What follows belongs to an exercise in optimizing a design on an open flow for small area, a short achievable clock period and few clock cycles per item; a production flow would make more cautious choices.
Only simulation tests tie the RTL to the original design; equivalence was not proved.

`flow/design.v`:
```
module IOTDF (input clk, input rst, input in_en, input [7:0] iot_in, input [2:0] fn_sel,
              output busy, output valid, output [127:0] iot_out);
    function [3:0] s1;
        input [5:0] x;
        case (x)
            6'd0: s1 = 4'd14;
            6'd1: s1 = 4'd0;
            6'd2: s1 = 4'd4;
            6'd3: s1 = 4'd15;
            6'd4: s1 = 4'd13;
            6'd5: s1 = 4'd7;
            6'd6: s1 = 4'd1;
            6'd7: s1 = 4'd4;
            6'd8: s1 = 4'd2;
            6'd9: s1 = 4'd14;
            6'd10: s1 = 4'd15;
            6'd11: s1 = 4'd2;
            6'd12: s1 = 4'd11;
            6'd13: s1 = 4'd13;
            6'd14: s1 = 4'd8;
            6'd15: s1 = 4'd1;
            6'd16: s1 = 4'd3;
            6'd17: s1 = 4'd10;
            6'd18: s1 = 4'd10;
            6'd19: s1 = 4'd6;
            6'd20: s1 = 4'd6;
            6'd21: s1 = 4'd12;
            6'd22: s1 = 4'd12;
            6'd23: s1 = 4'd11;
            6'd24: s1 = 4'd5;
            6'd25: s1 = 4'd9;
            6'd26: s1 = 4'd9;
            6'd27: s1 = 4'd5;
            6'd28: s1 = 4'd0;
            6'd29: s1 = 4'd3;
            6'd30: s1 = 4'd7;
            6'd31: s1 = 4'd8;
            6'd32: s1 = 4'd4;
            6'd33: s1 = 4'd15;
            6'd34: s1 = 4'd1;
            6'd35: s1 = 4'd12;
            6'd36: s1 = 4'd14;
            6'd37: s1 = 4'd8;
            6'd38: s1 = 4'd8;
            6'd39: s1 = 4'd2;
            6'd40: s1 = 4'd13;
            6'd41: s1 = 4'd4;
            6'd42: s1 = 4'd6;
            6'd43: s1 = 4'd9;
            6'd44: s1 = 4'd2;
            6'd45: s1 = 4'd1;
            6'd46: s1 = 4'd11;
            6'd47: s1 = 4'd7;
            6'd48: s1 = 4'd15;
            6'd49: s1 = 4'd5;
            6'd50: s1 = 4'd12;
            6'd51: s1 = 4'd11;
            6'd52: s1 = 4'd9;
            6'd53: s1 = 4'd3;
            6'd54: s1 = 4'd7;
            6'd55: s1 = 4'd14;
            6'd56: s1 = 4'd3;
            6'd57: s1 = 4'd10;
            6'd58: s1 = 4'd10;
            6'd59: s1 = 4'd0;
            6'd60: s1 = 4'd5;
            6'd61: s1 = 4'd6;
            6'd62: s1 = 4'd0;
            6'd63: s1 = 4'd13;
        endcase
    endfunction
    function [3:0] s2;
        input [5:0] x;
        case (x)
            6'd0: s2 = 4'd15;
            6'd1: s2 = 4'd3;
            6'd2: s2 = 4'd1;
            6'd3: s2 = 4'd13;
            6'd4: s2 = 4'd8;
            6'd5: s2 = 4'd4;
            6'd6: s2 = 4'd14;
            6'd7: s2 = 4'd7;
            6'd8: s2 = 4'd6;
            6'd9: s2 = 4'd15;
            6'd10: s2 = 4'd11;
            6'd11: s2 = 4'd2;
            6'd12: s2 = 4'd3;
            6'd13: s2 = 4'd8;
            6'd14: s2 = 4'd4;
            6'd15: s2 = 4'd14;
            6'd16: s2 = 4'd9;
            6'd17: s2 = 4'd12;
            6'd18: s2 = 4'd7;
            6'd19: s2 = 4'd0;
            6'd20: s2 = 4'd2;
            6'd21: s2 = 4'd1;
            6'd22: s2 = 4'd13;
            6'd23: s2 = 4'd10;
            6'd24: s2 = 4'd12;
            6'd25: s2 = 4'd6;
            6'd26: s2 = 4'd0;
            6'd27: s2 = 4'd9;
            6'd28: s2 = 4'd5;
            6'd29: s2 = 4'd11;
            6'd30: s2 = 4'd10;
            6'd31: s2 = 4'd5;
            6'd32: s2 = 4'd0;
            6'd33: s2 = 4'd13;
            6'd34: s2 = 4'd14;
            6'd35: s2 = 4'd8;
            6'd36: s2 = 4'd7;
            6'd37: s2 = 4'd10;
            6'd38: s2 = 4'd11;
            6'd39: s2 = 4'd1;
            6'd40: s2 = 4'd10;
            6'd41: s2 = 4'd3;
            6'd42: s2 = 4'd4;
            6'd43: s2 = 4'd15;
            6'd44: s2 = 4'd13;
            6'd45: s2 = 4'd4;
            6'd46: s2 = 4'd1;
            6'd47: s2 = 4'd2;
            6'd48: s2 = 4'd5;
            6'd49: s2 = 4'd11;
            6'd50: s2 = 4'd8;
            6'd51: s2 = 4'd6;
            6'd52: s2 = 4'd12;
            6'd53: s2 = 4'd7;
            6'd54: s2 = 4'd6;
            6'd55: s2 = 4'd12;
            6'd56: s2 = 4'd9;
            6'd57: s2 = 4'd0;
            6'd58: s2 = 4'd3;
            6'd59: s2 = 4'd5;
            6'd60: s2 = 4'd2;
            6'd61: s2 = 4'd14;
            6'd62: s2 = 4'd15;
            6'd63: s2 = 4'd9;
        endcase
    endfunction
    function [3:0] s3;
        input [5:0] x;
        case (x)
            6'd0: s3 = 4'd10;
            6'd1: s3 = 4'd13;
            6'd2: s3 = 4'd0;
            6'd3: s3 = 4'd7;
            6'd4: s3 = 4'd9;
            6'd5: s3 = 4'd0;
            6'd6: s3 = 4'd14;
            6'd7: s3 = 4'd9;
            6'd8: s3 = 4'd6;
            6'd9: s3 = 4'd3;
            6'd10: s3 = 4'd3;
            6'd11: s3 = 4'd4;
            6'd12: s3 = 4'd15;
            6'd13: s3 = 4'd6;
            6'd14: s3 = 4'd5;
            6'd15: s3 = 4'd10;
            6'd16: s3 = 4'd1;
            6'd17: s3 = 4'd2;
            6'd18: s3 = 4'd13;
            6'd19: s3 = 4'd8;
            6'd20: s3 = 4'd12;
            6'd21: s3 = 4'd5;
            6'd22: s3 = 4'd7;
            6'd23: s3 = 4'd14;
            6'd24: s3 = 4'd11;
            6'd25: s3 = 4'd12;
            6'd26: s3 = 4'd4;
            6'd27: s3 = 4'd11;
            6'd28: s3 = 4'd2;
            6'd29: s3 = 4'd15;
            6'd30: s3 = 4'd8;
            6'd31: s3 = 4'd1;
            6'd32: s3 = 4'd13;
            6'd33: s3 = 4'd1;
            6'd34: s3 = 4'd6;
            6'd35: s3 = 4'd10;
            6'd36: s3 = 4'd4;
            6'd37: s3 = 4'd13;
            6'd38: s3 = 4'd9;
            6'd39: s3 = 4'd0;
            6'd40: s3 = 4'd8;
            6'd41: s3 = 4'd6;
            6'd42: s3 = 4'd15;
            6'd43: s3 = 4'd9;
            6'd44: s3 = 4'd3;
            6'd45: s3 = 4'd8;
            6'd46: s3 = 4'd0;
            6'd47: s3 = 4'd7;
            6'd48: s3 = 4'd11;
            6'd49: s3 = 4'd4;
            6'd50: s3 = 4'd1;
            6'd51: s3 = 4'd15;
            6'd52: s3 = 4'd2;
            6'd53: s3 = 4'd14;
            6'd54: s3 = 4'd12;
            6'd55: s3 = 4'd3;
            6'd56: s3 = 4'd5;
            6'd57: s3 = 4'd11;
            6'd58: s3 = 4'd10;
            6'd59: s3 = 4'd5;
            6'd60: s3 = 4'd14;
            6'd61: s3 = 4'd2;
            6'd62: s3 = 4'd7;
            6'd63: s3 = 4'd12;
        endcase
    endfunction
    function [3:0] s4;
        input [5:0] x;
        case (x)
            6'd0: s4 = 4'd7;
            6'd1: s4 = 4'd13;
            6'd2: s4 = 4'd13;
            6'd3: s4 = 4'd8;
            6'd4: s4 = 4'd14;
            6'd5: s4 = 4'd11;
            6'd6: s4 = 4'd3;
            6'd7: s4 = 4'd5;
            6'd8: s4 = 4'd0;
            6'd9: s4 = 4'd6;
            6'd10: s4 = 4'd6;
            6'd11: s4 = 4'd15;
            6'd12: s4 = 4'd9;
            6'd13: s4 = 4'd0;
            6'd14: s4 = 4'd10;
            6'd15: s4 = 4'd3;
            6'd16: s4 = 4'd1;
            6'd17: s4 = 4'd4;
            6'd18: s4 = 4'd2;
            6'd19: s4 = 4'd7;
            6'd20: s4 = 4'd8;
            6'd21: s4 = 4'd2;
            6'd22: s4 = 4'd5;
            6'd23: s4 = 4'd12;
            6'd24: s4 = 4'd11;
            6'd25: s4 = 4'd1;
            6'd26: s4 = 4'd12;
            6'd27: s4 = 4'd10;
            6'd28: s4 = 4'd4;
            6'd29: s4 = 4'd14;
            6'd30: s4 = 4'd15;
            6'd31: s4 = 4'd9;
            6'd32: s4 = 4'd10;
            6'd33: s4 = 4'd3;
            6'd34: s4 = 4'd6;
            6'd35: s4 = 4'd15;
            6'd36: s4 = 4'd9;
            6'd37: s4 = 4'd0;
            6'd38: s4 = 4'd0;
            6'd39: s4 = 4'd6;
            6'd40: s4 = 4'd12;
            6'd41: s4 = 4'd10;
            6'd42: s4 = 4'd11;
            6'd43: s4 = 4'd1;
            6'd44: s4 = 4'd7;
            6'd45: s4 = 4'd13;
            6'd46: s4 = 4'd13;
            6'd47: s4 = 4'd8;
            6'd48: s4 = 4'd15;
            6'd49: s4 = 4'd9;
            6'd50: s4 = 4'd1;
            6'd51: s4 = 4'd4;
            6'd52: s4 = 4'd3;
            6'd53: s4 = 4'd5;
            6'd54: s4 = 4'd14;
            6'd55: s4 = 4'd11;
            6'd56: s4 = 4'd5;
            6'd57: s4 = 4'd12;
            6'd58: s4 = 4'd2;
            6'd59: s4 = 4'd7;
            6'd60: s4 = 4'd8;
            6'd61: s4 = 4'd2;
            6'd62: s4 = 4'd4;
            6'd63: s4 = 4'd14;
        endcase
    endfunction
    function [3:0] s5;
        input [5:0] x;
        case (x)
            6'd0: s5 = 4'd2;
            6'd1: s5 = 4'd14;
            6'd2: s5 = 4'd12;
            6'd3: s5 = 4'd11;
            6'd4: s5 = 4'd4;
            6'd5: s5 = 4'd2;
            6'd6: s5 = 4'd1;
            6'd7: s5 = 4'd12;
            6'd8: s5 = 4'd7;
            6'd9: s5 = 4'd4;
            6'd10: s5 = 4'd10;
            6'd11: s5 = 4'd7;
            6'd12: s5 = 4'd11;
            6'd13: s5 = 4'd13;
            6'd14: s5 = 4'd6;
            6'd15: s5 = 4'd1;
            6'd16: s5 = 4'd8;
            6'd17: s5 = 4'd5;
            6'd18: s5 = 4'd5;
            6'd19: s5 = 4'd0;
            6'd20: s5 = 4'd3;
            6'd21: s5 = 4'd15;
            6'd22: s5 = 4'd15;
            6'd23: s5 = 4'd10;
            6'd24: s5 = 4'd13;
            6'd25: s5 = 4'd3;
            6'd26: s5 = 4'd0;
            6'd27: s5 = 4'd9;
            6'd28: s5 = 4'd14;
            6'd29: s5 = 4'd8;
            6'd30: s5 = 4'd9;
            6'd31: s5 = 4'd6;
            6'd32: s5 = 4'd4;
            6'd33: s5 = 4'd11;
            6'd34: s5 = 4'd2;
            6'd35: s5 = 4'd8;
            6'd36: s5 = 4'd1;
            6'd37: s5 = 4'd12;
            6'd38: s5 = 4'd11;
            6'd39: s5 = 4'd7;
            6'd40: s5 = 4'd10;
            6'd41: s5 = 4'd1;
            6'd42: s5 = 4'd13;
            6'd43: s5 = 4'd14;
            6'd44: s5 = 4'd7;
            6'd45: s5 = 4'd2;
            6'd46: s5 = 4'd8;
            6'd47: s5 = 4'd13;
            6'd48: s5 = 4'd15;
            6'd49: s5 = 4'd6;
            6'd50: s5 = 4'd9;
            6'd51: s5 = 4'd15;
            6'd52: s5 = 4'd12;
            6'd53: s5 = 4'd0;
            6'd54: s5 = 4'd5;
            6'd55: s5 = 4'd9;
            6'd56: s5 = 4'd6;
            6'd57: s5 = 4'd10;
            6'd58: s5 = 4'd3;
            6'd59: s5 = 4'd4;
            6'd60: s5 = 4'd0;
            6'd61: s5 = 4'd5;
            6'd62: s5 = 4'd14;
            6'd63: s5 = 4'd3;
        endcase
    endfunction
    function [3:0] s6;
        input [5:0] x;
        case (x)
            6'd0: s6 = 4'd12;
            6'd1: s6 = 4'd10;
            6'd2: s6 = 4'd1;
            6'd3: s6 = 4'd15;
            6'd4: s6 = 4'd10;
            6'd5: s6 = 4'd4;
            6'd6: s6 = 4'd15;
            6'd7: s6 = 4'd2;
            6'd8: s6 = 4'd9;
            6'd9: s6 = 4'd7;
            6'd10: s6 = 4'd2;
            6'd11: s6 = 4'd12;
            6'd12: s6 = 4'd6;
            6'd13: s6 = 4'd9;
            6'd14: s6 = 4'd8;
            6'd15: s6 = 4'd5;
            6'd16: s6 = 4'd0;
            6'd17: s6 = 4'd6;
            6'd18: s6 = 4'd13;
            6'd19: s6 = 4'd1;
            6'd20: s6 = 4'd3;
            6'd21: s6 = 4'd13;
            6'd22: s6 = 4'd4;
            6'd23: s6 = 4'd14;
            6'd24: s6 = 4'd14;
            6'd25: s6 = 4'd0;
            6'd26: s6 = 4'd7;
            6'd27: s6 = 4'd11;
            6'd28: s6 = 4'd5;
            6'd29: s6 = 4'd3;
            6'd30: s6 = 4'd11;
            6'd31: s6 = 4'd8;
            6'd32: s6 = 4'd9;
            6'd33: s6 = 4'd4;
            6'd34: s6 = 4'd14;
            6'd35: s6 = 4'd3;
            6'd36: s6 = 4'd15;
            6'd37: s6 = 4'd2;
            6'd38: s6 = 4'd5;
            6'd39: s6 = 4'd12;
            6'd40: s6 = 4'd2;
            6'd41: s6 = 4'd9;
            6'd42: s6 = 4'd8;
            6'd43: s6 = 4'd5;
            6'd44: s6 = 4'd12;
            6'd45: s6 = 4'd15;
            6'd46: s6 = 4'd3;
            6'd47: s6 = 4'd10;
            6'd48: s6 = 4'd7;
            6'd49: s6 = 4'd11;
            6'd50: s6 = 4'd0;
            6'd51: s6 = 4'd14;
            6'd52: s6 = 4'd4;
            6'd53: s6 = 4'd1;
            6'd54: s6 = 4'd10;
            6'd55: s6 = 4'd7;
            6'd56: s6 = 4'd1;
            6'd57: s6 = 4'd6;
            6'd58: s6 = 4'd13;
            6'd59: s6 = 4'd0;
            6'd60: s6 = 4'd11;
            6'd61: s6 = 4'd8;
            6'd62: s6 = 4'd6;
            6'd63: s6 = 4'd13;
        endcase
    endfunction
    function [3:0] s7;
        input [5:0] x;
        case (x)
            6'd0: s7 = 4'd4;
            6'd1: s7 = 4'd13;
            6'd2: s7 = 4'd11;
            6'd3: s7 = 4'd0;
            6'd4: s7 = 4'd2;
            6'd5: s7 = 4'd11;
            6'd6: s7 = 4'd14;
            6'd7: s7 = 4'd7;
            6'd8: s7 = 4'd15;
            6'd9: s7 = 4'd4;
            6'd10: s7 = 4'd0;
            6'd11: s7 = 4'd9;
            6'd12: s7 = 4'd8;
            6'd13: s7 = 4'd1;
            6'd14: s7 = 4'd13;
            6'd15: s7 = 4'd10;
            6'd16: s7 = 4'd3;
            6'd17: s7 = 4'd14;
            6'd18: s7 = 4'd12;
            6'd19: s7 = 4'd3;
            6'd20: s7 = 4'd9;
            6'd21: s7 = 4'd5;
            6'd22: s7 = 4'd7;
            6'd23: s7 = 4'd12;
            6'd24: s7 = 4'd5;
            6'd25: s7 = 4'd2;
            6'd26: s7 = 4'd10;
            6'd27: s7 = 4'd15;
            6'd28: s7 = 4'd6;
            6'd29: s7 = 4'd8;
            6'd30: s7 = 4'd1;
            6'd31: s7 = 4'd6;
            6'd32: s7 = 4'd1;
            6'd33: s7 = 4'd6;
            6'd34: s7 = 4'd4;
            6'd35: s7 = 4'd11;
            6'd36: s7 = 4'd11;
            6'd37: s7 = 4'd13;
            6'd38: s7 = 4'd13;
            6'd39: s7 = 4'd8;
            6'd40: s7 = 4'd12;
            6'd41: s7 = 4'd1;
            6'd42: s7 = 4'd3;
            6'd43: s7 = 4'd4;
            6'd44: s7 = 4'd7;
            6'd45: s7 = 4'd10;
            6'd46: s7 = 4'd14;
            6'd47: s7 = 4'd7;
            6'd48: s7 = 4'd10;
            6'd49: s7 = 4'd9;
            6'd50: s7 = 4'd15;
            6'd51: s7 = 4'd5;
            6'd52: s7 = 4'd6;
            6'd53: s7 = 4'd0;
            6'd54: s7 = 4'd8;
            6'd55: s7 = 4'd15;
            6'd56: s7 = 4'd0;
            6'd57: s7 = 4'd14;
            6'd58: s7 = 4'd5;
            6'd59: s7 = 4'd2;
            6'd60: s7 = 4'd9;
            6'd61: s7 = 4'd3;
            6'd62: s7 = 4'd2;
            6'd63: s7 = 4'd12;
        endcase
    endfunction
    function [3:0] s8;
        input [5:0] x;
        case (x)
            6'd0: s8 = 4'd13;
            6'd1: s8 = 4'd1;
            6'd2: s8 = 4'd2;
            6'd3: s8 = 4'd15;
            6'd4: s8 = 4'd8;
            6'd5: s8 = 4'd13;
            6'd6: s8 = 4'd4;
            6'd7: s8 = 4'd8;
            6'd8: s8 = 4'd6;
            6'd9: s8 = 4'd10;
            6'd10: s8 = 4'd15;
            6'd11: s8 = 4'd3;
            6'd12: s8 = 4'd11;
            6'd13: s8 = 4'd7;
            6'd14: s8 = 4'd1;
            6'd15: s8 = 4'd4;
            6'd16: s8 = 4'd10;
            6'd17: s8 = 4'd12;
            6'd18: s8 = 4'd9;
            6'd19: s8 = 4'd5;
            6'd20: s8 = 4'd3;
            6'd21: s8 = 4'd6;
            6'd22: s8 = 4'd14;
            6'd23: s8 = 4'd11;
            6'd24: s8 = 4'd5;
            6'd25: s8 = 4'd0;
            6'd26: s8 = 4'd0;
            6'd27: s8 = 4'd14;
            6'd28: s8 = 4'd12;
            6'd29: s8 = 4'd9;
            6'd30: s8 = 4'd7;
            6'd31: s8 = 4'd2;
            6'd32: s8 = 4'd7;
            6'd33: s8 = 4'd2;
            6'd34: s8 = 4'd11;
            6'd35: s8 = 4'd1;
            6'd36: s8 = 4'd4;
            6'd37: s8 = 4'd14;
            6'd38: s8 = 4'd1;
            6'd39: s8 = 4'd7;
            6'd40: s8 = 4'd9;
            6'd41: s8 = 4'd4;
            6'd42: s8 = 4'd12;
            6'd43: s8 = 4'd10;
            6'd44: s8 = 4'd14;
            6'd45: s8 = 4'd8;
            6'd46: s8 = 4'd2;
            6'd47: s8 = 4'd13;
            6'd48: s8 = 4'd0;
            6'd49: s8 = 4'd15;
            6'd50: s8 = 4'd6;
            6'd51: s8 = 4'd12;
            6'd52: s8 = 4'd10;
            6'd53: s8 = 4'd9;
            6'd54: s8 = 4'd13;
            6'd55: s8 = 4'd0;
            6'd56: s8 = 4'd15;
            6'd57: s8 = 4'd3;
            6'd58: s8 = 4'd3;
            6'd59: s8 = 4'd5;
            6'd60: s8 = 4'd5;
            6'd61: s8 = 4'd6;
            6'd62: s8 = 4'd8;
            6'd63: s8 = 4'd11;
        endcase
    endfunction
    function [55:0] pc1;
        input [63:0] k;
        pc1 = {k[7], k[15], k[23], k[31], k[39], k[47], k[55], k[63], k[6], k[14], k[22], k[30], k[38], k[46], k[54], k[62], k[5], k[13], k[21], k[29], k[37], k[45], k[53], k[61], k[4], k[12], k[20], k[28], k[1], k[9], k[17], k[25], k[33], k[41], k[49], k[57], k[2], k[10], k[18], k[26], k[34], k[42], k[50], k[58], k[3], k[11], k[19], k[27], k[35], k[43], k[51], k[59], k[36], k[44], k[52], k[60]};
    endfunction
    function [63:0] ipc1;
        input [55:0] cd;
        input [7:0] p;
        ipc1 = {cd[48], cd[40], cd[32], cd[0], cd[4], cd[12], cd[20], p[7], cd[49], cd[41], cd[33], cd[1], cd[5], cd[13], cd[21], p[6], cd[50], cd[42], cd[34], cd[2], cd[6], cd[14], cd[22], p[5], cd[51], cd[43], cd[35], cd[3], cd[7], cd[15], cd[23], p[4], cd[52], cd[44], cd[36], cd[28], cd[8], cd[16], cd[24], p[3], cd[53], cd[45], cd[37], cd[29], cd[9], cd[17], cd[25], p[2], cd[54], cd[46], cd[38], cd[30], cd[10], cd[18], cd[26], p[1], cd[55], cd[47], cd[39], cd[31], cd[11], cd[19], cd[27], p[0]};
    endfunction
    function [47:0] pc2;
        input [55:0] x;
        pc2 = {x[42], x[39], x[45], x[32], x[55], x[51], x[53], x[28], x[41], x[50], x[35], x[46], x[33], x[37], x[44], x[52], x[30], x[48], x[40], x[49], x[29], x[36], x[43], x[54], x[15], x[4], x[25], x[19], x[9], x[1], x[26], x[16], x[5], x[11], x[23], x[8], x[12], x[7], x[17], x[0], x[22], x[3], x[10], x[14], x[6], x[20], x[27], x[24]};
    endfunction
    function [63:0] ip;
        input [63:0] p;
        ip = {p[6], p[14], p[22], p[30], p[38], p[46], p[54], p[62], p[4], p[12], p[20], p[28], p[36], p[44], p[52], p[60], p[2], p[10], p[18], p[26], p[34], p[42], p[50], p[58], p[0], p[8], p[16], p[24], p[32], p[40], p[48], p[56], p[7], p[15], p[23], p[31], p[39], p[47], p[55], p[63], p[5], p[13], p[21], p[29], p[37], p[45], p[53], p[61], p[3], p[11], p[19], p[27], p[35], p[43], p[51], p[59], p[1], p[9], p[17], p[25], p[33], p[41], p[49], p[57]};
    endfunction
    function [63:0] fp;
        input [63:0] x;
        fp = {x[24], x[56], x[16], x[48], x[8], x[40], x[0], x[32], x[25], x[57], x[17], x[49], x[9], x[41], x[1], x[33], x[26], x[58], x[18], x[50], x[10], x[42], x[2], x[34], x[27], x[59], x[19], x[51], x[11], x[43], x[3], x[35], x[28], x[60], x[20], x[52], x[12], x[44], x[4], x[36], x[29], x[61], x[21], x[53], x[13], x[45], x[5], x[37], x[30], x[62], x[22], x[54], x[14], x[46], x[6], x[38], x[31], x[63], x[23], x[55], x[15], x[47], x[7], x[39]};
    endfunction
    function [47:0] e;
        input [31:0] x;
        e = {x[0], x[31], x[30], x[29], x[28], x[27], x[28], x[27], x[26], x[25], x[24], x[23], x[24], x[23], x[22], x[21], x[20], x[19], x[20], x[19], x[18], x[17], x[16], x[15], x[16], x[15], x[14], x[13], x[12], x[11], x[12], x[11], x[10], x[9], x[8], x[7], x[8], x[7], x[6], x[5], x[4], x[3], x[4], x[3], x[2], x[1], x[0], x[31]};
    endfunction
    function [31:0] pp;
        input [31:0] x;
        pp = {x[16], x[25], x[12], x[11], x[3], x[20], x[4], x[15], x[31], x[17], x[9], x[6], x[27], x[14], x[1], x[22], x[30], x[24], x[8], x[18], x[0], x[5], x[29], x[23], x[13], x[19], x[2], x[26], x[10], x[21], x[28], x[7]};
    endfunction
    function [2:0] crc8;
        input [2:0] r;
        input [7:0] d;
        integer i;
        reg [2:0] c;
        reg fb;
        begin
            c = r;
            for (i = 7; i >= 0; i = i - 1) begin
                fb = c[2] ^ d[i];
                c = {c[1], c[0] ^ fb, fb};
            end
            crc8 = c;
        end
    endfunction
    function [7:0] g2b;
        input c;
        input [7:0] g;
        integer i;
        reg b;
        begin
            b = c;
            for (i = 7; i >= 0; i = i - 1) begin
                b = b ^ g[i];
                g2b[i] = b;
            end
        end
    endfunction
    reg         busy_r, valid_r;
    reg [3:0]   cnt;         
    reg         m_des, m_enc;    
    reg         plsb;        
    reg [127:0] O;           
    reg         act;         
    reg [3:0]   rc;          
    reg [31:0]  Lr, Rr;
    reg [27:0]  Cr, Dr;
    reg [7:0]   P;           
    assign busy = busy_r;
    assign valid = valid_r;
    assign iot_out = O;
    wire [127:0] blk   = {O[119:0], iot_in};       
    wire         first = (cnt == 4'd0);
    wire         last  = in_en & (cnt == 4'd15);
    wire         load  = last & m_des;
    wire         copy  = act & (rc == 4'd0);
    wire [55:0]  cd0 = pc1(blk[127:64]);
    wire [47:0]  K   = pc2({Cr, Dr});
    wire [47:0]  sx  = e(Rr) ^ K;
    wire [31:0]  so  = {s1(sx[47:42]), s2(sx[41:36]), s3(sx[35:30]), s4(sx[29:24]),
                        s5(sx[23:18]), s6(sx[17:12]), s7(sx[11:6]), s8(sx[5:0])};
    wire [31:0]  Rn  = Lr ^ pp(so);
    wire [63:0]  des_out = fp({Rn, Rr});
    wire [55:0]  cd_key  = m_enc ? {Cr, Dr} : {Cr[0], Cr[27:1], Dr[0], Dr[27:1]};
    wire [63:0]  key_out = ipc1(cd_key, P);
    wire         amt1 = (rc == 4'd1) | (rc == 4'd8) | (rc == 4'd15);
    wire         f_crc = (fn_sel == 3'd3);
    wire         f_b2g = (fn_sel == 3'd4);
    wire         f_g2b = (fn_sel == 3'd5);
    wire         c_in = ~first & (f_g2b ? O[0] : plsb);
    wire [2:0]   crc_in = first ? 3'd0 : O[2:0];
    reg  [7:0]   byte_in;
    always @(*) begin
        if (f_crc)      byte_in = {5'd0, crc8(crc_in, iot_in)};
        else if (f_b2g) byte_in = iot_in ^ {c_in, iot_in[7:1]};
        else if (f_g2b) byte_in = g2b(c_in, iot_in);
        else            byte_in = iot_in;
    end
    wire busy_n = ~(in_en & (cnt == 4'd14)) &
                  (load | (act & ~((rc == 4'd0) | (rc == 4'd15))));
    wire valid_n = (last & ~m_des) | copy;
    always @(posedge clk or posedge rst) begin
        if (rst) begin
            busy_r <= 1'b0; valid_r <= 1'b0;
            cnt <= 4'd0;
            act <= 1'b0;
        end else begin
            busy_r <= busy_n; valid_r <= valid_n;
            if (in_en) cnt <= cnt + 4'd1;
            if (load) act <= 1'b1;
            else if (copy) act <= 1'b0;
        end
    end
    always @(posedge clk) begin
        plsb <= iot_in[0];
        m_des <= (fn_sel == 3'd1) | (fn_sel == 3'd2);
        m_enc <= (fn_sel == 3'd1);
        rc <= load ? 4'd1 : rc + 4'd1;
        if (copy) O <= {key_out, des_out};
        else O <= {O[119:8], O[7:3], O[2:0] & {3{~f_crc}}, byte_in};
        if (load) begin
            {Lr, Rr} <= ip(blk[63:0]);
            {Cr, Dr} <= m_enc ? {cd0[54:28], cd0[55], cd0[26:0], cd0[27]} : cd0;
            P <= {blk[120], blk[112], blk[104], blk[96], blk[88], blk[80], blk[72], blk[64]};
        end else begin
            Lr <= Rr;
            Rr <= Rn;
            if (m_enc) begin
                if (amt1) {Cr, Dr} <= {Cr[26:0], Cr[27], Dr[26:0], Dr[27]};
                else      {Cr, Dr} <= {Cr[25:0], Cr[27:26], Dr[25:0], Dr[27:26]};
            end else begin
                if (amt1) {Cr, Dr} <= {Cr[0], Cr[27:1], Dr[0], Dr[27:1]};
                else      {Cr, Dr} <= {Cr[1:0], Cr[27:2], Dr[1:0], Dr[27:2]};
            end
        end
    end
endmodule
```
`flow/run.sh`:
```
#!/bin/bash
# synth_recipe.tcl (not shown) runs the flow's synth.tcl, then flattens the netlist and writes it again
# the make line also repeats each setting of config.mk as NAME=value (left out here)
make -C /OpenROAD-flow-scripts/flow DESIGN_CONFIG=/design/flow/config.mk WORK_HOME=/design/flow/orfs CLKGATE_MAP_FILE= SYNTH_SCRIPT=/design/flow/synth_recipe.tcl finish
```
`flow/config.mk`:
```
export PLATFORM = sky130hd
export DESIGN_NAME = IOTDF
export DESIGN_NICKNAME = IOTDF
export VERILOG_FILES = /design/flow/design.v
export SDC_FILE = /design/flow/constraint.sdc
export NUM_CORES = 4
export LEC_CHECK = 0
export ABC_CLOCK_PERIOD_IN_PS = 1900
export CAP_MARGIN = 20
export CORE_MARGIN = 2
export CORE_UTILIZATION = 40
export SETUP_SLACK_MARGIN = 2.6
export SLEW_MARGIN = 20
```
`flow/constraint.sdc`:
```
create_clock -name core_clock -period 4.5 [get_ports {clk}]
set_input_delay 0.9000 -clock core_clock [delete_from_list [all_inputs] [get_ports {clk}]]
set_output_delay 0.9000 -clock core_clock [all_outputs]
set_load 0.01 [all_outputs]
```
==> results of run 1 <==
area by class of cell:
type                       count  area, um^2
antenna                        1        2.50
sequential                   270        5950
clock buffer                  37         808
fill                        3510       16800
tap                          585         732
timing repair buffer         508        4810
inverter                      46         248
timing repair inverter         4        37.5
clock inverter                21         198
multi-input combinational   1502       13300
worst reg2reg max path: stages (launching register included):
cell and delay (ps):
dfxtp_4 380, xnor2_4 250, inv_2 100, ha_4 300, buf_12 120, inv_6 40, mux4_2 460, nand2_2 100
o311ai_4 120, o31ai_4 120, xor2_1 240, o21ai_1 90
cell usage in the layout, fill, tap and decap left out, types with 11 or more instances in the layout:
master | netlist | layout
a211oi_1 | 20 | 11
a21oi_1 | 118 | 106
a21oi_2 | 1 | 12
a31oi_1 | 22 | 19
buf_12 | 0 | 14
buf_4 | 1 | 304
buf_6 | 2 | 162
clkbuf_16 | 0 | 34
dfxtp_1 | 255 | 71
dfxtp_2 | 0 | 104
dfxtp_4 | 0 | 80
ha_1 | 62 | 16
ha_2 | 0 | 13
ha_4 | 0 | 33
inv_1 | 40 | 19
inv_4 | 0 | 11
mux2i_1 | 149 | 144
mux4_2 | 80 | 80
nand2_1 | 395 | 383
nand3_1 | 30 | 26
nor2_1 | 128 | 110
nor2_2 | 0 | 12
nor3_1 | 24 | 16
o211ai_1 | 39 | 39
o21ai_0 | 134 | 78
o21ai_1 | 16 | 54
o21ai_2 | 0 | 15
xnor2_1 | 71 | 35
xnor2_2 | 6 | 22
xnor2_4 | 1 | 22
xor2_1 | 52 | 24
xor2_2 | 16 | 14
xor2_4 | 0 | 30
kinds of logic (layout without fill, tap and decap cells):
group                    after synthesis  count (layout)  share of synthesized area
AND/OR/NAND/NOR                      612             614                      0.143
AO/OA/AOI/OAI                        438             438                      0.156
flip-flops                           270             270                      0.320
multiplexers                         238             238                      0.197
buffers and inverters                211             616                     0.0508
XOR/XNOR                             149             150                     0.0887
adder cells (fa/ha/maj)               62              62                     0.0449
other                                  0               1                          0
path summary, 6_finish.rpt:
| path | from | end | depth (start not counted) |
|---|---|---|---|
| worst max register to register | Cr[23]$_DFF_P_ | O[50]$_DFF_P_ | 11 |
| min in group asynchronous | rst | valid_r$_DFF_PP0_ | 2 |
| worst min register to register | rc[0]$_SDFF_PP1_ | rc[0]$_SDFF_PP1_ | 1 |
| worst min-delay path | rc[0]$_SDFF_PP1_ | rc[0]$_SDFF_PP1_ | 1 |
| worst max-delay path | Cr[23]$_DFF_P_ | O[50]$_DFF_P_ | 11 |
| max in group asynchronous | rst | cnt[2]$_DFFE_PP0P_ | 2 |
routing by layer:
| layer | vias up | track usage |
|---|---|---|
| met1 | 8128 | 0.341 |
| met3 | 114 | 0.0341 |
| met4 | 0 | 0.0782 |
| met5 | - | 0 |
| met2 | 665 | 0.447 |
| li1 | 7785 | - |
state kept, by name (all words and copies together) (netlist names), 4 cells and up:
| signal | flops |
|---|---|
| Dr | 28 |
| O | 128 |
| Cr | 28 |
| Rr | 32 |
| Lr | 32 |
| cnt | 4 |
| P | 8 |
| rc | 4 |
metrics by stage:
stage	instance area (um^2)	std cells
after floorplan	18300	1980
after global placement	19700	2565
after detailed placement	19700	2565
after CTS	24600	2898
after global routing	26100	2973
final	26100	2974
what timing repair did:
item / CTS / global route
pin swaps: 113 / 108
resized for setup: 1124 / 174
cloned: 10 / 4
setup buffers: 265 / 71
endpoints found under the setup margin: 362 / 259
hold endpoints to repair: 0 / 0
==> metrics.md, run 1 <==
| Metric | Value |
|---|---|
| Outcome | complete, no violations |
| Max-slew violation count | 0 |
| Initial antenna violation count | 0 |
| DRT met1 WL | 25800 um |
| Die W | 212 um |
| Cells after Synth | 1980 |
| Nets | 2439 |
| Relative slew slack | 0.578 |
| Startpoint types | register |
| Top_reg_cell synth | dfxtp_1 |
| Synth cell count leaders | nand2_1 (395), dfxtp_1 (255), mux2i_1 (149) |
| Met2 wire length | 30200 um |
| Critical path's slowest cell | mux4_2 |
| Hold Path Class | reg -> reg |
| Final core occ | 0.608 |
| Synth top area share | 0.296 |
| Initial Utilization | 0.403 |
| Period Utilization, post-route | 0.549 |
| Number of global-route vias before repair | 15661 |
| Final Hold Vio Count | 0 |
| Total grt overflow | 0 |
| Die height | 212 um |
| Final hold slack | 426 ps |
| CTS HTree Levels | 1 |
| Detailed placer's ending HPWL | 36300 um |
| Core Rows | 76 |
| Post-Route WL | 62100 um |
| Highest metal used | met4 |
| Port bufs | 143 |
| Clk_skew | 21.8 ps |
| WP buf/inv | 3 |
| Final Setup Violations | 0 |
| F_max | 0.405 GHz |
| Final WS setup | 2030 ps |
| Global Route Usage Sum | 0.260 |
| Initial DRC Count | 1242 |
| # Max-Cap Violations | 0 |
| R2R setup slack | 2030 ps |
| Latest clock arrival within the worst-skew pair | 590 ps |
| Critical Path Fanout Max | 5 |
| Largest net degree at the start of global routing | 139 |
| Largest area contributor in the netlist | dfxtp_1 |
| Arr. time, crit path | 2920 ps |
| Synth warnings | 1 |
| Post-route ant nets | 0 |
| Vias per cell | 5.61 |
| Area grow syn2layout | 50.9% |
| Req. time, crit path | 4950 ps |
| Synth area leaders | dfxtp_1 (30%), mux4_2 (10%), mux2i_1 (8.6%), nand2_1 (8.6%), ha_1 (4.5%) |
| Synth unique cells | 74 |
| Avg Cell Area, Syn | 8.72 um^2 |
| CP delay by family, top | XOR/XNOR gates |
| Worst Setup End Kind | register |
| Synth Register Bits | 270 |
| EDFF count, synth | 8 |
| Total die area | 44900 um^2 |
| Number of remaining DRC errors | 0 |
| RSZ-0062 raised after global routing | yes |
| Post-synth ARST share | 0.0259 |
| Worst slack, placed | 675 ps |
| Top Ports | 144 |
| Share of layout cells above drive strength 1 | 0.474 |
| Seq/Total Area, Yosys | 0.320 |
| Final GP Congestion | 0.907 |
| TritonCTS clock tree | yes |
| Syn Std Cell Area | 17300 um^2 |
| Clk pin slew, worst setup/hold paths | 70 ps |
| Count of hold buffers inserted by post-cts repair | 0 |
| Global-route wire length before repair | 91300 um |
| Final min period | 2470 ps |
| Slowest Stage Delay on Critical Path | 460 ps |
| Total core area | 42900 um^2 |
| CTS root buffer | clkbuf_16 |
| Drt pass-1 iters | 5 |
| Max Root-Sink Buffers | 3 |
| Worst slew pin tran | 633 ps |
| Worst-path cell chain | xnor2_4, inv_2, ha_4, buf_12, inv_6, mux4_2, nand2_2, o311ai_4, o31ai_4, xor2_1, o21ai_1 |
| Average wire per standard cell | 20.9 um |
| Wire length on met3 | 4110 um |
| Crit Path Category | reg -> reg |
| Count leader, synth | nand2_1 |
| Via count | 16692 |
| Clock sink total | 270 |
| Total negative slack | 0 ps |
| Cts bufs inserted | 31 |
| Syn_nets | 2056 |
Testbench counts, summed over its fixed seeds: cycles 8,100, items 480.
==> run 2, diff against run 1 <==
==> flow/config.mk (replaced) <==
export PLATFORM = sky130hd
export DESIGN_NAME = IOTDF
export DESIGN_NICKNAME = IOTDF
export VERILOG_FILES = /design/flow/design.v
export SDC_FILE = /design/flow/constraint.sdc
export NUM_CORES = 4
export LEC_CHECK = 0
export ABC_CLOCK_PERIOD_IN_PS = 2600
export CAP_MARGIN = 20
export CORE_MARGIN = 2
export CORE_UTILIZATION = 40
export SETUP_SLACK_MARGIN = 1.9
export SLEW_MARGIN = 20
==> run 2 against run 1 <==
  * Area after synthesis stayed put
  * Wire length is 16% lower
  * Clock skew is 0.89 ps lower
  * Register-to-register slack worse by 90 ps
  * Global-route usage is 2.8 points lower
  * Via count is 9.8% lower
  * Flip-flop and latch count stayed put
  * Critical path type unchanged
  * Highest routed layer unchanged
==> metrics.md, run 2 <==
| Metric | Value |
|---|---|
| Worst Reg-to-Reg Cells | 9 |
| Relative slew slack | 0.360 |
| Diode count | 0 |
| Die height | 212 um |
| Cts bufs inserted | 35 |
| Core Rows | 76 |
| Number of remaining DRC errors | 0 |
| Detailed placer's ending HPWL | 36000 um |
| F_max | 0.390 GHz |
| Min-Delay Endpoint | O[96]$_DFF_P_ |
| CP delay by family, top | multiplexers |
| Req. time, crit path | 4890 ps |
| Synth cell count leaders | nand2_1 (395), dfxtp_1 (255), mux2i_1 (149) |
| Total negative slack | 0 ps |
| Crit. Startpoint | Cr[27]$_DFF_P_ |
| Synth unique cells | 74 |
| Outcome | complete, no violations |
| Via count | 15052 |
| Final GP Congestion | 0.911 |
| Largest area contributor in the netlist | dfxtp_1 |
| Max Root-Sink Buffers | 3 |
| Syn_nets | 2056 |
| Total core area | 42900 um^2 |
| Global Route Usage Sum | 0.232 |
| Count leader, synth | nand2_1 |
| Synth top area share | 0.296 |
| Clock sink total | 270 |
| Crit Path Category | reg -> reg |
| Seq/Total Area, Yosys | 0.320 |
| Arr. time, crit path | 2950 ps |
| # Max-Cap Violations | 0 |
| Synth Register Bits | 270 |
| Worst slew pin tran | 960 ps |
| Initial antenna violation count | 0 |
| Syn Std Cell Area | 17300 um^2 |
| Drt pass-1 iters | 6 |
| Initial DRC Count | 1300 |
| Worst reg2reg path startpoint | Cr[27]$_DFF_P_ |
| Top_reg_cell synth | dfxtp_1 |
| Hold path start | P[4]$_DFFE_PP_ |
| Startpoint types | register |
| Most frequent cells in the layout | nand2_1 (394), dfxtp_1 (211), mux2i_1 (148), clkdlybuf4s50_1 (136), o21ai_0 (130) |
| Max-slew violation count | 0 |
| RSZ-0062 raised after global routing | yes |
| Final Setup Violations | 0 |
| Post-Place Cells | 2567 |
| Number of global-route vias before repair | 14104 |
| Post-route ant nets | 0 |
| Total die area | 44900 um^2 |
| Period Utilization, post-route | 0.570 |
| Commonest non-fill, non-tap cell in the layout | nand2_1 |
| Worst flop-to-flop path endpoint | O[4]$_DFF_P_ |
| Global-route wire length before repair | 82000 um |
| Slowest Stage Delay on Critical Path | 540 ps |
| Nets | 2156 |
| Total grt overflow | 0 |
| Avg Cell Area, Syn | 8.72 um^2 |
| Post-Route WL | 52300 um |
| Critical path's slowest cell | mux4_2 |
| Top Ports | 144 |
| Critical Path Fanout Max | 6 |
| Final hold slack | 429 ps |
| Fillers | 4018 |
| EDFF count, synth | 8 |
| Clk_skew | 20.9 ps |
| Largest register FFs | 128 |
| TritonCTS clock tree | yes |
| Layout Cells excl Fill | 2688 |
| CTS root buffer | clkbuf_16 |
| Post-synth ARST share | 0.0259 |
| Area grow syn2layout | 25.0% |
| Final Hold Vio Count | 0 |
| Final min period | 2560 ps |
| Share of layout cells above drive strength 1 | 0.189 |
| CTS HTree Levels | 2 |
| WP buf/inv | 2 |
| Port bufs | 143 |
| R2R setup slack | 1940 ps |
| Biggest regs | O (128), Lr (32), Rr (32) |
| Hold depth | 2 |
| Latest clock arrival within the worst-skew pair | 550 ps |
| Largest net degree at the start of global routing | 188 |
| Vias per cell | 5.60 |
| Cells after Synth | 1980 |
| Clk pin slew, worst setup/hold paths | 60 ps |
| Hold Path Class | reg -> reg |
| Initial Utilization | 0.403 |
| Top reg by flops | O |
| Worst Setup End Kind | register |
| Worst-path cell chain | xor2_4, buf_4, ha_1, inv_1, o21ai_0, a21oi_1, mux4_2, xor2_2, o21ai_1 |
| Synth warnings | 1 |
| Synth area leaders | dfxtp_1 (30%), mux4_2 (10%), mux2i_1 (8.6%), nand2_1 (8.6%), ha_1 (4.5%) |
| Average wire per standard cell | 19.4 um |
| Die W | 212 um |
## run 2: cell counts after synthesis
No cell type changed its count.
## run 2: layout make-up
class	count	area [um^2]	area share
timing repair buffer	228	2120	0.0982
multi-input combinational	1499	11800	0.546
sequential	270	5630	0.261
clock buffer	46	968	0.0449
tap	585	732	0.0339
inverter	46	184	0.00852
clock inverter	14	173	0.00800
## run 2: logic make-up (layout without fill, tap and decap cells)
family | Yosys count | in the layout | share of synthesized area
mux | 238 | 238 | 0.197
simple gates | 612 | 612 | 0.143
buf+inv | 211 | 334 | 0.0508
xor+xnor | 149 | 149 | 0.0887
compound gates | 438 | 438 | 0.156
flops | 270 | 270 | 0.320
fa+ha+maj | 62 | 62 | 0.0449
## run 2: worst max path at each step
stage | to | slack [ps] | depth (start not counted)
2_1_floorplan | O[0]$_DFF_P_ | 1730 | 8
3_3_place_gp | O[0]$_DFF_P_ | 760 | 8
3_5_place_dp | O[0]$_DFF_P_ | 680 | 8
4_1_cts | O[44]$_DFF_P_ | 1760 | 7
5_1_grt | O[30]$_DFF_P_ | 1770 | 10
6_report | O[4]$_DFF_P_ | 1940 | 9
## run 2: worst reg2reg max path: stages (launching register included)
cell     delay (ps)
dfxtp_4         420
xor2_4          280
buf_4           180
ha_1            230
inv_1            80
o21ai_0         270
a21oi_1         110
mux4_2          540
xor2_2          200
o21ai_1         100
## run 2: metal layers
layer / GRT usage / vias to the layer above / part of all wire
met1: 0.299 / 7328 / 0.42
li1: - / 7180 / -
met2: 0.397 / 463 / 0.49
met3: 0.0309 / 81 / 0.051
met4: 0.0872 / 0 / 0.036
met5: 0 / - / 0
## run 2: timing repair
action                     4_1_cts  5_1_grt
pin swaps                       16       25
setup buffers                   29       32
setup endpoints to repair       67       99
cloned                           0        0
resized for setup              119       91
hold buffers                     0        0
## run 2: through the flow
| step | instance area (um^2) | utilization | setup WS [ps] |
|---|---|---|---|
| 6_report | 21600 | 0.503 | 1940 |
| 3_3_place_gp | 19000 | 0.444 | 765 |
| 4_1_cts | 21000 | 0.489 | 1760 |
| 2_1_floorplan | 17300 | - | 1730 |
| 3_5_place_dp | 19000 | 0.444 | 680 |
| 5_1_grt | 21600 | 0.503 | 1770 |
==> run 3, diff against run 2 <==
==> flow/config.mk (replaced) <==
export PLATFORM = sky130hd
export DESIGN_NAME = IOTDF
export DESIGN_NICKNAME = IOTDF
export VERILOG_FILES = /design/flow/design.v
export SDC_FILE = /design/flow/constraint.sdc
export NUM_CORES = 4
export LEC_CHECK = 0
export ABC_CLOCK_PERIOD_IN_PS = 3000
export CAP_MARGIN = 20
export CORE_MARGIN = 2
export CORE_UTILIZATION = 40
export SETUP_SLACK_MARGIN = 1.5
export SLEW_MARGIN = 20
==> run 3 against run 2 <==
  * Count of clock-buffer cells in the layout increased by 4
  * Final cell count decreased by 2.2%
  * Fmax decreased by 12%
  * Highest routed layer unchanged
==> metrics.md, run 3 <==
| Metric | Value |
|---|---|
| TritonCTS clock tree | yes |
| Clk pin slew, worst setup/hold paths | 60 ps |
| Synth cell count leaders | nand2_1 (395), dfxtp_1 (255), mux2i_1 (149) |
| Final Hold Vio Count | 0 |
| Top Ports | 144 |
| Die height | 212 um |
| Final GP Congestion | 0.894 |
| Most frequent cells in the layout | nand2_1 (395), dfxtp_1 (242), mux2i_1 (149), clkdlybuf4s50_1 (140), o21ai_0 (132) |
| Initial Utilization | 0.403 |
| Total negative slack | 0 ps |
| Cts bufs inserted | 34 |
| Max Root-Sink Buffers | 3 |
| Total die area | 44900 um^2 |
| Critical Path Fanout Max | 18 |
| Initial DRC Count | 1058 |
| CP delay by family, top | XOR/XNOR gates |
| Initial antenna violation count | 0 |
| Crit Path Category | reg -> reg |
| Highest metal used | met4 |
| Syn_nets | 2056 |
| Arr. time, crit path | 3340 ps |
| Post-route ant nets | 0 |
| EDFF count, synth | 8 |
| Synth warnings | 1 |
| Synth top area share | 0.296 |
| Syn Std Cell Area | 17300 um^2 |
| Number of remaining DRC errors | 0 |
| Final min period | 2920 ps |
| Wire length on met3 | 2870 um |
| Detailed placer's ending HPWL | 35200 um |
| Critical path's slowest cell | xor2_2 |
| Core Rows | 76 |
| Post-Route WL | 50200 um |
| Post-synth ARST share | 0.0259 |
| Synth area leaders | dfxtp_1 (30%), mux4_2 (10%), mux2i_1 (8.6%), nand2_1 (8.6%), ha_1 (4.5%) |
| Total grt overflow | 0 |
| Slowest Stage Delay on Critical Path | 760 ps |
| Count of hold buffers inserted by post-cts repair | 0 |
| Hold Path Class | reg -> reg |
| Top_reg_cell synth | dfxtp_1 |
| Share of layout cells above drive strength 1 | 0.124 |
| Cells after Synth | 1980 |
| Vias per cell | 5.59 |
| Startpoint types | register |
| Biggest regs | O (128), Lr (32), Rr (32) |
| Largest area contributor in the netlist | dfxtp_1 |
| Drt pass-1 iters | 5 |
| Synth unique cells | 74 |
| Worst Setup End Kind | register |
| Largest family of logic cells by synthesized area | multiplexers |
| Count leader, synth | nand2_1 |
| Adder-cell area share of the yosys netlist | 0.0449 |
| Seq/Total Area, Yosys | 0.320 |
| RSZ-0062 raised after global routing | yes |
| Met2 wire length | 23400 um |
| Post-synthesis mux area share | 0.197 |
| Number of global-route vias before repair | 14018 |
| CTS HTree Levels | 2 |
| Worst slew pin tran | 986 ps |
| Synth Register Bits | 270 |
| F_max | 0.343 GHz |
| Via count | 14703 |
| Period Utilization, post-route | 0.649 |
| Total core area | 42900 um^2 |
| Outcome | complete, no violations |
| Largest net degree at the start of global routing | 131 |
| DRT met1 WL | 22100 um |
| Average wire per standard cell | 19.1 um |
| Top reg by flops | O |
| Clk_skew | 27.9 ps |
| Nets | 2094 |
| Clock sink total | 270 |
| WP buf/inv | 0 |
| Die W | 212 um |
| Global Route Usage Sum | 0.225 |
| Max-slew violation count | 0 |
| Commonest non-fill, non-tap cell in the layout | nand2_1 |
| Latest clock arrival within the worst-skew pair | 540 ps |
| # Max-Cap Violations | 0 |
| Worst-path cell chain | xor2_2, nand2_1, a21oi_1, a311oi_1, o31ai_1, xnor2_1, o21ai_1 |
| Relative slew slack | 0.338 |
| Req. time, crit path | 4920 ps |
| Synth Area in XOR/XNOR | 0.0887 |
| Worst Reg-to-Reg Cells | 7 |
| Area grow syn2layout | 18.3% |
| Hold depth | 2 |
| Largest register FFs | 128 |
| Diode count | 0 |
| Critical path depth | 7 |
| Complex-gate fraction of the synthesized area | 0.156 |
| CTS root buffer | clkbuf_16 |
| Final Setup Violations | 0 |
| Avg Cell Area, Syn | 8.72 um^2 |
| Port bufs | 143 |
| Post-synthesis simple-gate area fraction | 0.143 |
| Global-route wire length before repair | 79600 um |
## run 3: layout make-up
type | count | area (um^2)
Clock buffer | 50 | 1070
Timing Repair Buffer | 167 | 1660
Tap cell | 585 | 732
Multi-Input combinational cell | 1499 | 11200
Sequential cell | 270 | 5540
Clock inverter | 11 | 77.6
Inverter | 46 | 179
Fill cell | 4104 | 22400
## run 3: logic make-up after synthesis
logic type,count (synthesis)
XOR/XNOR,149
buffers and inverters,211
multiplexers,238
adder cells (fa/ha/maj),62
AND/OR/NAND/NOR,612
AO/OA/AOI/OAI,438
flip-flops,270
## run 3: metal layers
metal,vias up,GRT usage
met1,7121,0.296
met4,0,0.0949
met5,-,0
met3,90,0.0467
met2,425,0.361
li1,7067,-
## run 3: timing repair
action,in CTS,in global routing
pin swaps,0,1
endpoints found under the setup margin,33,43
setup buffers,0,0
resized for setup,15,34
## run 3: tightest hold or removal path: cells and delay by family, from the launching register on
family / cells / cell delay [ps]
flops: 1 / 320
simple gates: 2 / 80
## run 3: path summary, 6_finish.rpt
path | endpoint | from | slack (ps)
hold reg to reg | O[120]$_DFF_P_ | P[7]$_DFFE_PP_ | 430
min in group asynchronous | busy_r$_DFF_PP0_ | rst | 640
max in group asynchronous | act$_DFFE_PP0P_ | rst | 3580
setup / recovery | Rr[14]$_DFF_P_ | Cr[13]$_DFF_P_ | 1580
hold / removal | O[120]$_DFF_P_ | P[7]$_DFFE_PP_ | 430
setup reg to reg | Rr[14]$_DFF_P_ | Cr[13]$_DFF_P_ | 1580
## run 3: through the flow
step	setup WS, ps	instance area (um^2)	util	hold WS [ps]	std cells
2_1_floorplan	1590	17300	-	403	1980
3_3_place_gp	1050	19000	0.443	416	2567
3_5_place_dp	993	19000	0.443	427	2567
4_1_cts	1500	20200	0.472	439	2628
5_1_grt	1410	20400	0.477	454	2628
6_report	1580	20400	0.477	432	2628
==> run 4, diff against run 3 <==
==> flow/flow/run.sh (new file) <==
#!/bin/bash
# Standard ORFS layout (the standard.sh, standard synthesis), with the
# port buffers made of sky130_fd_sc_hd__buf_1 instead of the resizer's default pick.
set -uo pipefail
export BUFFER_PORTS_ARGS="-buffer_cell sky130_fd_sc_hd__buf_1"
bash standard.sh > standard_flow.log 2>&1
==> flow/standard.sh (new file) <==
#!/bin/bash
# synth_recipe.tcl (not shown) runs the flow's synth.tcl, then flattens the netlist and writes it again
# the make line also repeats each setting of config.mk as NAME=value (left out here)
make -C /OpenROAD-flow-scripts/flow DESIGN_CONFIG=/design/flow/config.mk WORK_HOME=/design/flow/orfs CLKGATE_MAP_FILE= SYNTH_SCRIPT=/design/flow/synth_recipe.tcl "${@:-finish}"
==> flow/config.mk (replaced) <==
export PLATFORM = sky130hd
export DESIGN_NAME = IOTDF
export DESIGN_NICKNAME = IOTDF
export VERILOG_FILES = /design/flow/design.v
export SDC_FILE = /design/flow/constraint.sdc
export NUM_CORES = 4
export LEC_CHECK = 0
export ABC_CLOCK_PERIOD_IN_PS = 2600
export CAP_MARGIN = 20
export CORE_MARGIN = 2
export CORE_UTILIZATION = 40
export CTS_BUF_LIST = sky130_fd_sc_hd__clkbuf_8
export CTS_CLUSTER_DIAMETER = 60
export CTS_CLUSTER_SIZE = 14
export SETUP_SLACK_MARGIN = 1.9
export SLEW_MARGIN = 20
removed: flow/run.sh
==> run 4 against run 3 <==
  * Still clean
  * Area after synthesis unchanged
  * Critical path type is now in -> reg
  * Highest routed layer unchanged
  * First-iteration DRC count up 8.3%
  * Die area unchanged
==> metrics.md, run 4 <==
| Metric | Value |
|---|---|
| Outcome | complete, no violations |
| Final Hold Vio Count | 0 |
| CTS HTree Levels | 1 |
| Initial antenna violation count | 0 |
| GRT busiest layer | met2 |
| Cells after Synth | 1980 |
| EDFF count, synth | 8 |
| CP delay by family, top | XOR/XNOR gates |
| Max Root-Sink Buffers | 3 |
| Most frequent cells in the layout | nand2_1 (394), dfxtp_1 (214), mux2i_1 (149), buf_1 (142), o21ai_0 (128) |
| Top reg by flops | O |
| Area grow syn2layout | 17.3% |
| Total die area | 44900 um^2 |
| Max-slew violation count | 0 |
| Clock sink total | 270 |
| Initial DRC Count | 1146 |
| Seq/Total Area, Yosys | 0.320 |
| Crit Path Category | in -> reg |
| Final Setup Violations | 0 |
| Global Route Usage Sum | 0.222 |
| Drt pass-1 iters | 5 |
| Worst Setup End Kind | register |
| TritonCTS clock tree | yes |
| Period Utilization, post-route | 0.566 |
| Syn_nets | 2056 |
| Fillers | 4118 |
| Synth Register Bits | 270 |
| Biggest regs | O (128), Lr (32), Rr (32) |
| Largest net degree at the start of global routing | 140 |
| Post-Route WL | 51600 um |
| Number of remaining DRC errors | 0 |
| # Max-Cap Violations | 0 |
| Req. time, crit path | 5020 ps |
| Count leader, synth | nand2_1 |
| CTS root buffer | clkbuf_8 |
| Initial Utilization | 0.403 |
| Total grt overflow | 0 |
| Final GP Congestion | 0.893 |
| Average wire per standard cell | 19.2 um |
| RSZ-0062 raised after global routing | yes |
| Cts bufs inserted | 30 |
| Synth cell count leaders | nand2_1 (395), dfxtp_1 (255), mux2i_1 (149) |
| Final min period | 2550 ps |
| Nets | 2156 |
| Met2 GRT Util | 0.381 |
| Detailed placer's ending HPWL | 35500 um |
| Total core area | 42900 um^2 |
| Critical path's slowest cell | xor3_2 |
| Count of hold buffers inserted by post-cts repair | 0 |
| Latest clock arrival within the worst-skew pair | 640 ps |
| Largest register FFs | 128 |
| Synth unique cells | 74 |
| Number of global-route vias before repair | 13849 |
| Post-Place Cells | 2567 |
| Top Ports | 144 |
| Layout Cells excl Fill | 2686 |
| Clk pin slew, worst setup/hold paths | 90 ps |
| Die W | 212 um |
| Relative slew slack | 0.380 |
| GR Layer Usage met3 | 0.0257 |
| Hold Path Class | in -> async |
| Die height | 212 um |
| Diode count | 0 |
| Commonest non-fill, non-tap cell in the layout | nand2_1 |
| Worst slew pin tran | 930 ps |
| M1 GR Usage | 0.294 |
| Synth top area share | 0.296 |
| Synth area leaders | dfxtp_1 (30%), mux4_2 (10%), mux2i_1 (8.6%), nand2_1 (8.6%), ha_1 (4.5%) |
| Share of layout cells above drive strength 1 | 0.185 |
| Post-synth ARST share | 0.0259 |
| Final WS setup | 1950 ps |
| F_max | 0.393 GHz |
| Via count | 14977 |
| Avg Cell Area, Syn | 8.72 um^2 |
| Worst slack, placed | 993 ps |
| Global-route wire length before repair | 79300 um |
| Startpoint types | input pin |
| Total negative slack | 0 ps |
| Syn Std Cell Area | 17300 um^2 |
| Top_reg_cell synth | dfxtp_1 |
| Port bufs | 143 |
| Arr. time, crit path | 3060 ps |
| Core Rows | 76 |
| Clk_skew | 32.9 ps |
| Vias per cell | 5.58 |
| Largest area contributor in the netlist | dfxtp_1 |
| Slowest Stage Delay on Critical Path | 540 ps |
| Post-route ant nets | 0 |
| WP buf/inv | 1 |
| Synth warnings | 1 |
| Worst-path cell chain | buf_1, xor3_2, xnor3_1, a21oi_1, nor2_1, mux2_2, a311oi_1, o21ai_1 |
| Critical Path Fanout Max | 6 |
## run 4: final cells by class
class,count,area (um^2),share of cell area
multi-input cells,1499,11800,0.581
flip-flops and latches,270,5640,0.278
inverters,46,185,0.00914
clock buffers,31,427,0.0211
well taps,585,732,0.0361
clock inverters,22,210,0.0104
repair buffers,233,1290,0.0637
## run 4: stage by stage
| step | cell area (um^2) | hold WS (ps) | util |
|---|---|---|---|
| 6_report | 20300 | 132 | 0.472 |
| 5_1_grt | 20300 | 120 | 0.472 |
| 4_1_cts | 19400 | 96.4 | 0.453 |
| 3_5_place_dp | 18200 | 424 | 0.423 |
| 3_3_place_gp | 18100 | 415 | 0.423 |
| 2_1_floorplan | 17300 | 403 | - |
## run 4: cell families (layout without fill, tap and decap cells)
family,Yosys count,in the layout,share of synthesized area
simple gates,612,612,0.143
flops,270,270,0.320
compound gates,438,438,0.156
xor+xnor,149,149,0.0887
mux,238,238,0.197
fa+ha+maj,62,62,0.0449
buf+inv,211,332,0.0508
## run 4: per-layer routing
| layer | vias to the layer above | wire, um |
|---|---|---|
| met5 | - | 0 |
| met4 | 0 | 1500 |
| met3 | 74 | 2880 |
| met2 | 482 | 25400 |
| met1 | 7251 | 21700 |
| li1 | 7170 | - |
## run 4: final timing paths
check	cells after the start	slack [ps]	startpoint	endpoint
max	8	1950	iot_in[7]	O[1]$_DFF_P_
min	2	130	rst	cnt[1]$_DFFE_PP0P_
max reg2reg	9	1950	Rr[11]$_DFF_P_	Rr[7]$_DFF_P_
min reg2reg	1	440	rc[0]$_SDFF_PP1_	rc[0]$_SDFF_PP1_
max in group asynchronous	2	4150	rst	valid_r$_DFF_PP0_
min in group core_clock	1	440	rc[0]$_SDFF_PP1_	rc[0]$_SDFF_PP1_
## run 4: repair_timing
item                       CTS  global route
setup endpoints to repair   81            64
pin swaps                   14            28
buffers inserted            17            49
gates resized for setup     99            91
==> run 5, diff against run 4 <==
--- a/flow/config.mk
+++ b/flow/config.mk
@@ -9,8 +9,5 @@
 export CAP_MARGIN = 20
 export CORE_MARGIN = 2
 export CORE_UTILIZATION = 40
-export CTS_BUF_LIST = sky130_fd_sc_hd__clkbuf_8
-export CTS_CLUSTER_DIAMETER = 60
-export CTS_CLUSTER_SIZE = 14
 export SETUP_SLACK_MARGIN = 1.9
 export SLEW_MARGIN = 20
==> run 5 against run 4 <==
  * Synthesized cell count stayed put
  * Via count is 1.0% higher
  * Non-clock buffer count is 3 higher
  * Still clean
  * Critical endpoint is now Rr[7]$_DFF_P_
  * Worst hold slack better by 120 ps
  * Largest cell class unchanged
  * Global-route usage is 0.28 points higher
  * Wire length is 1.1% higher
  * Die area stayed put
  * Count of clock-buffer cells in the layout is 15 higher
==> metrics.md, run 5 <==
| Metric | Value |
|---|---|
| Outcome | complete, no violations |
| Final WS setup | 1960 ps |
| Hold Path Class | in -> async |
| Arr. time, crit path | 2970 ps |
| CTS HTree Levels | 2 |
| Share of layout cells above drive strength 1 | 0.189 |
| Synth warnings | 1 |
| Global-route wire length before repair | 79600 um |
| Clk pin slew, worst setup/hold paths | 60 ps |
| Cts bufs inserted | 34 |
| Startpoint types | register |
| CTS root buffer | clkbuf_16 |
| Synth unique cells | 74 |
| Final design area excluding fillers | 20700 um^2 |
| Top_reg_cell synth | dfxtp_1 |
| Final hold slack | 257 ps |
| Largest register FFs | 128 |
| Dpl cell area | 18200 um^2 |
| Number of global-route vias before repair | 13904 |
| Worst Setup End Kind | register |
| Initial Utilization | 0.403 |
| Worst slew pin tran | 932 ps |
| Final Setup Violations | 0 |
| Initial antenna violation count | 0 |
| Total grt overflow | 0 |
| Post-Route WL | 52100 um |
| Syn_nets | 2056 |
| Synth Register Bits | 270 |
| F_max | 0.393 GHz |
| EDFF count, synth | 8 |
| Diode count | 0 |
| Count leader, synth | nand2_1 |
| Area grow syn2layout | 19.7% |
| Req. time, crit path | 4920 ps |
| Multi-input logic area | 11700 um^2 |
| Period Utilization, post-route | 0.565 |
| Die height | 212 um |
| Max Root-Sink Buffers | 3 |
| Top reg by flops | O |
| Syn Std Cell Area | 17300 um^2 |
| Drt pass-1 iters | 4 |
| # Max-Cap Violations | 0 |
| Clk_skew | 20.5 ps |
| Nets | 2163 |
| Synth cell count leaders | nand2_1 (395), dfxtp_1 (255), mux2i_1 (149) |
| Total core area | 42900 um^2 |
| Vias per cell | 5.62 |
| Commonest non-fill, non-tap cell in the layout | nand2_1 |
| Post-synth ARST share | 0.0259 |
| Register area | 5630 um^2 |
| Synth area leaders | dfxtp_1 (30%), mux4_2 (10%), mux2i_1 (8.6%), nand2_1 (8.6%), ha_1 (4.5%) |
| Post-Place Cells | 2567 |
| Latest clock arrival within the worst-skew pair | 550 ps |
| Global Route Usage Sum | 0.225 |
| Number of remaining DRC errors | 0 |
| Average wire per standard cell | 19.3 um |
| Most frequent cells in the layout | nand2_1 (395), dfxtp_1 (215), mux2i_1 (149), buf_1 (138), o21ai_0 (129) |
| Via count | 15129 |
| Final Hold Vio Count | 0 |
| Total die area | 44900 um^2 |
| Die W | 212 um |
| Initial DRC Count | 1163 |
| Top Ports | 144 |
| Seq/Total Area, Yosys | 0.320 |
| Layout Cells excl Fill | 2693 |
| Largest area contributor in the netlist | dfxtp_1 |
| Total negative slack | 0 ps |
| Relative slew slack | 0.376 |
| Fillers | 4050 |
| Synth top area share | 0.296 |
| Final GP Congestion | 0.893 |
| Count of hold buffers inserted by post-cts repair | 0 |
| Final core occ | 0.482 |
| Detailed placer's ending HPWL | 35500 um |
| Largest net degree at the start of global routing | 140 |
| TritonCTS clock tree | yes |
| RSZ-0062 raised after global routing | yes |
| Post-route ant nets | 0 |
| Core Rows | 76 |
| Cells after Synth | 1980 |
| Biggest regs | O (128), Lr (32), Rr (32) |
| Worst slack, placed | 993 ps |
| Critical Path Fanout Max | 5 |
| Port bufs | 143 |
| Crit Path Category | reg -> reg |
| Avg Cell Area, Syn | 8.72 um^2 |
| Clock sink total | 270 |
| Final min period | 2540 ps |
| Max-slew violation count | 0 |
run 5: cell types whose count changed in the layout (fill, tap and decap cells not counted), sizes merged:
cell,previous run,this run
inv,56,47
clkinv,7,4
buf,231,233
clkbuf,33,49
clkinvlp,3,5
bufinv,2,1
run 5: timing repair:
action                                  in CTS  in global routing
endpoints found under the setup margin      80                 62
buffers inserted                            17                 52
pin swaps                                   12                 22
gates cloned                                 0                  0
gates resized for setup                     99                 88
run 5: kinds of logic after synthesis:
group | share of synthesized area
xor gates and xnor gates | 0.0887
muxes | 0.197
AOI/OAI and AO/OA | 0.156
adders and majority gates | 0.0449
and+or+nand+nor | 0.143
DFF | 0.320
buffers and inverters | 0.0508
run 5: worst paths after layout:
kind	start	to	slack, ps	depth (start not counted)
min in group core_clock	P[7]$_DFFE_PP_	O[120]$_DFF_P_	430	2
max in group asynchronous	rst	cnt[0]$_DFFE_PP0P_	4030	2
min	rst	cnt[1]$_DFFE_PP0P_	260	2
max reg2reg	Rr[12]$_DFF_P_	Rr[7]$_DFF_P_	1960	9
min reg2reg	P[7]$_DFFE_PP_	O[120]$_DFF_P_	430	2
max	Rr[12]$_DFF_P_	Rr[7]$_DFF_P_	1960	9
run 5: worst max-delay path, stage by stage (launching register included):
cell and delay [ps]:
dfxtp_4 390, xnor2_4 150, inv_1 170, ha_1 290, nor2_1 110, mux4_2 480, o211ai_1 180, o21ai_1 180
xnor2_1 200, mux2_2 270
run 5: area by class of cell:
| type | instances | share of cell area |
|---|---|---|
| repair buffers | 236 | 0.0634 |
| flip-flops and latches | 270 | 0.272 |
| multi-input cells | 1499 | 0.567 |
| clock inverters | 11 | 0.00563 |
| well taps | 585 | 0.0354 |
| inverters | 46 | 0.00907 |
| clock buffers | 46 | 0.0472 |
run 5: metal layers:
metal	routed length [um]	global-route usage
met5	0	0
met2	25600	0.379
met4	1780	0.0823
met3	2750	0.0297
met1	21900	0.295

[static timing again, ports no longer ideal]
The flow's constraints put no driver on any port. The routed layouts listed below were extracted and timed again, unchanged, in two steps.
Step 1: set_driving_cell puts a clkbuf_16 on clk and a buf_2 on each other input, an assumption about the parent block.
Step 2 also shifts input and output timing later by t, the mid clock arrival at the registers, as if the neighbouring blocks saw the same clock.
Three values: ideal, step 1, step 2; two values: the first two.
run | t, ns | slack for setup (ns) | worst setup path after step 2
run 1 | 0.631 | 2.030 / 2.030 / 1.443 | input to register
run 2 | 0.594 | 1.936 / 1.929 / 1.420 | input to register
run 3 | 0.581 | 1.581 / 1.581 / 1.104 | input to register
run 4 | 0.673 | 1.955 / 1.955 / 1.310 | input to register
run 5 | 0.593 | 1.955 / 1.955 / 1.488 | input to register
After both steps setup and hold are still met in every run listed. For run 4, which loses most, drivers alone change the setup slack by 0.000 ns; drivers and shift together by -0.645 ns.
